What follows belongs to an exercise in optimizing a design on an open flow for small area; a production flow would make more cautious choices. The RTL was checked by simulation tests, not by an equivalence proof against the original design. No activity file was given, so power comes from the tool's default toggle rates.

lane 1:
// lcd_controller
module lcd_controller(
    input rst,
    input clk,
    input rs_in,
    input [7:0] data_in,
    input strobe_in,
    input [7:0] period_clk_ns,
    output lcd_e,
    output [3:0] lcd_nibble,
    output lcd_rs,
    output lcd_rw,
    output disable_flash,
    output reg done
    );
==> flow/config.mk <==
export PLATFORM = sky130hd
export DESIGN_NAME = lcd_controller
export DESIGN_NICKNAME = lcd_controller
export VERILOG_FILES = /design/flow/design.v
export SDC_FILE = /design/flow/constraint.sdc
export NUM_CORES = 4
export LEC_CHECK = 0
export CAP_MARGIN = 20
export CORE_MARGIN = 2
export CORE_UTILIZATION = 40
export SLEW_MARGIN = 20
==> flow/constraint.sdc <==
create_clock -name core_clock -period 10.0 [get_ports {clk}]
set_input_delay 2.0000 -clock core_clock [delete_from_list [all_inputs] [get_ports {clk}]]
set_output_delay 2.0000 -clock core_clock [all_outputs]
set_load 0.01 [all_outputs]
standard.sh (not shown) runs the stock make flow with config.mk's settings and CLKGATE_MAP_FILE= SYNTH_SCRIPT=/design/flow/synth_recipe.tcl, a recipe that flattens the netlist after the stock synthesis.
==> flow/flow/run.sh <==
#!/bin/bash
# Standard layout, with 1x port buffers, ABC's buffers removed and power recovery
# (downsizing of gates off the critical path) after global routing.
set -euo pipefail
export BUFFER_PORTS_ARGS="-buffer_cell sky130_fd_sc_hd__buf_1"
bash standard.sh REMOVE_ABC_BUFFERS=1 RECOVER_POWER=100 finish > make_finish.log 2>&1
No stage failed in lane 1, and the final checks on the layout all came back clean.
Setup changes, lane 1 to lane 2
- changing CORE_UTILIZATION from 40 to 70
- setting CTS_CLUSTER_SIZE to 50 for the first time
- setting CTS_BUF_LIST to sky130_fd_sc_hd__clkbuf_8 for the first time
- setting CTS_CLUSTER_DIAMETER to 500 for the first time
==> summary.txt <==
- Lane 2: PASS, flow complete, no timing, DRC or antenna violations
- From lane 1 to lane 2 the numbers moved as follows: post-route non-filler standard cell count fell by about 13%; wire length rose by about 5.3%; internal power summed over all cells stayed essentially flat.
- Lane 2 reports a higher routed length on met3 than lane 1 does.
- Lane 1 → lane 2: first-pass GRT wire length climbed 5.8%, layout-stage area growth over the synthesis result shows a reduction of 2.3 points.
The following lists how lane 3 was set up differently from lane 2:
- CTS_BUF_LIST changed from sky130_fd_sc_hd__clkbuf_8 to sky130_fd_sc_hd__clkbuf_2 sky130_fd_sc_hd__clkbuf_4
- CORE_UTILIZATION changed from 70 to 40
- CTS_CLUSTER_DIAMETER changed from 500 to 100
- CTS_CLUSTER_SIZE changed from 50 to 40
==> comparison <==
- The flow did not stop early for lane 2: all stages ran, and the layout cleared the timing, design-rule and antenna checks.
- The flow did not stop early for lane 3: all stages ran, and the layout cleared the timing, design-rule and antenna checks.
- In the reports for lane 3 and lane 2, the larger clock-cell share of area belongs to lane 2.
- Lane 2 → lane 3: layout clock buffer count went down by 1, layout filler cell count went up by 295, fraction of power consumed by the clock network went down by 6.8 points, clock transition at the registers of the reported paths went up by 40 ps, post-route standard cell area excluding fillers was more or less identical.
- Horizontal die dimension went up by more than a quarter going from lane 2 to lane 3.
- The fraction of final layout cells with drive strength greater than 1 of lane 3 falls short of that of lane 2 by 0.46 points.
Here is what was changed in the inputs of lane 4 compared with lane 3.
- changing CTS_BUF_LIST from sky130_fd_sc_hd__clkbuf_2 sky130_fd_sc_hd__clkbuf_4 to sky130_fd_sc_hd__clkbuf_2 sky130_fd_sc_hd__clkbuf_4 sky130_fd_sc_hd__clkbuf_8
==> flow/flow/run.sh <==
#!/bin/bash
# Standard layout, with 1x port buffers, ABC's buffers removed, an area re-map of the
# logic after floorplanning and power recovery (downsizing off the critical path).
set -euo pipefail
here=$(pwd)
export BUFFER_PORTS_ARGS="-buffer_cell sky130_fd_sc_hd__buf_1"
bash standard.sh REMOVE_ABC_BUFFERS=1 RECOVER_POWER=100 POST_FLOORPLAN_TCL=$here/flow/restructure.tcl finish > make_finish.log 2>&1
==> flow/flow/restructure.tcl (new file) <==
# Area recovery: re-map the combinational logic with ABC after floorplanning.
file mkdir $::env(LOG_DIR)/rmp
restructure -target area -liberty_file [lindex $::env(LIB_FILES) 0] \
  -tielo_port sky130_fd_sc_hd__conb_1/LO -tiehi_port sky130_fd_sc_hd__conb_1/HI \
  -work_dir $::env(LOG_DIR)/rmp -abc_logfile $::env(LOG_DIR)/rmp/abc.log
[summary]
- Global-route wire length before repair: lane 4 > lane 3
- Taking lane 3 as the reference, in lane 4 area added between synthesis and finish went down by 1.1 points, leakage power figure went down.
- In the metrics for lane 4 and lane 3, the one carrying the lower first-iteration DRC count is lane 4.
- The lower insertion delay to the later sink of the worst-skew pair of lane 4 and lane 3 is in lane 4.
- Lane 4 vs lane 3: transition time of the tightest slew-check pin up

==> afterwards: timing with drivers on the ports <==
In the flow no input, the clock included, has a driving cell. The finished layouts below were timed again as built, in two steps.
Step 1 sets driving cells, clkbuf_16 on the clock port and buf_2 on the other inputs (assumed; they add their load-dependent delay and slew).
Step 2 adds t to the input delays and takes it off the output delays; t is the mean of the earliest and latest rising clock arrival at the registers after step 1. Input paths then give back, and output paths get back, about the clock's delay inside the block.
Slacks: ideal / step 1 / step 2; pairs: ideal / step 1.
| run | shift t [ns] | setup slack, ns | worst setup path at the end |
|---|---|---|---|
| lane 1 | 0.302 | 0.555 / 0.561 / 0.259 | input to register |
| lane 2 | 0.315 | 0.535 / 0.540 / 0.226 | input to register |
| lane 3 | 0.347 | 0.609 / 0.612 / 0.266 | input to register |
| lane 4 | 0.310 | 2.111 / 2.114 / 1.804 | input to register |
After both steps every run listed still meets setup and hold. For lane 3, which loses most, drivers alone change the setup slack by +0.003 ns; drivers and shift together by -0.343 ns.
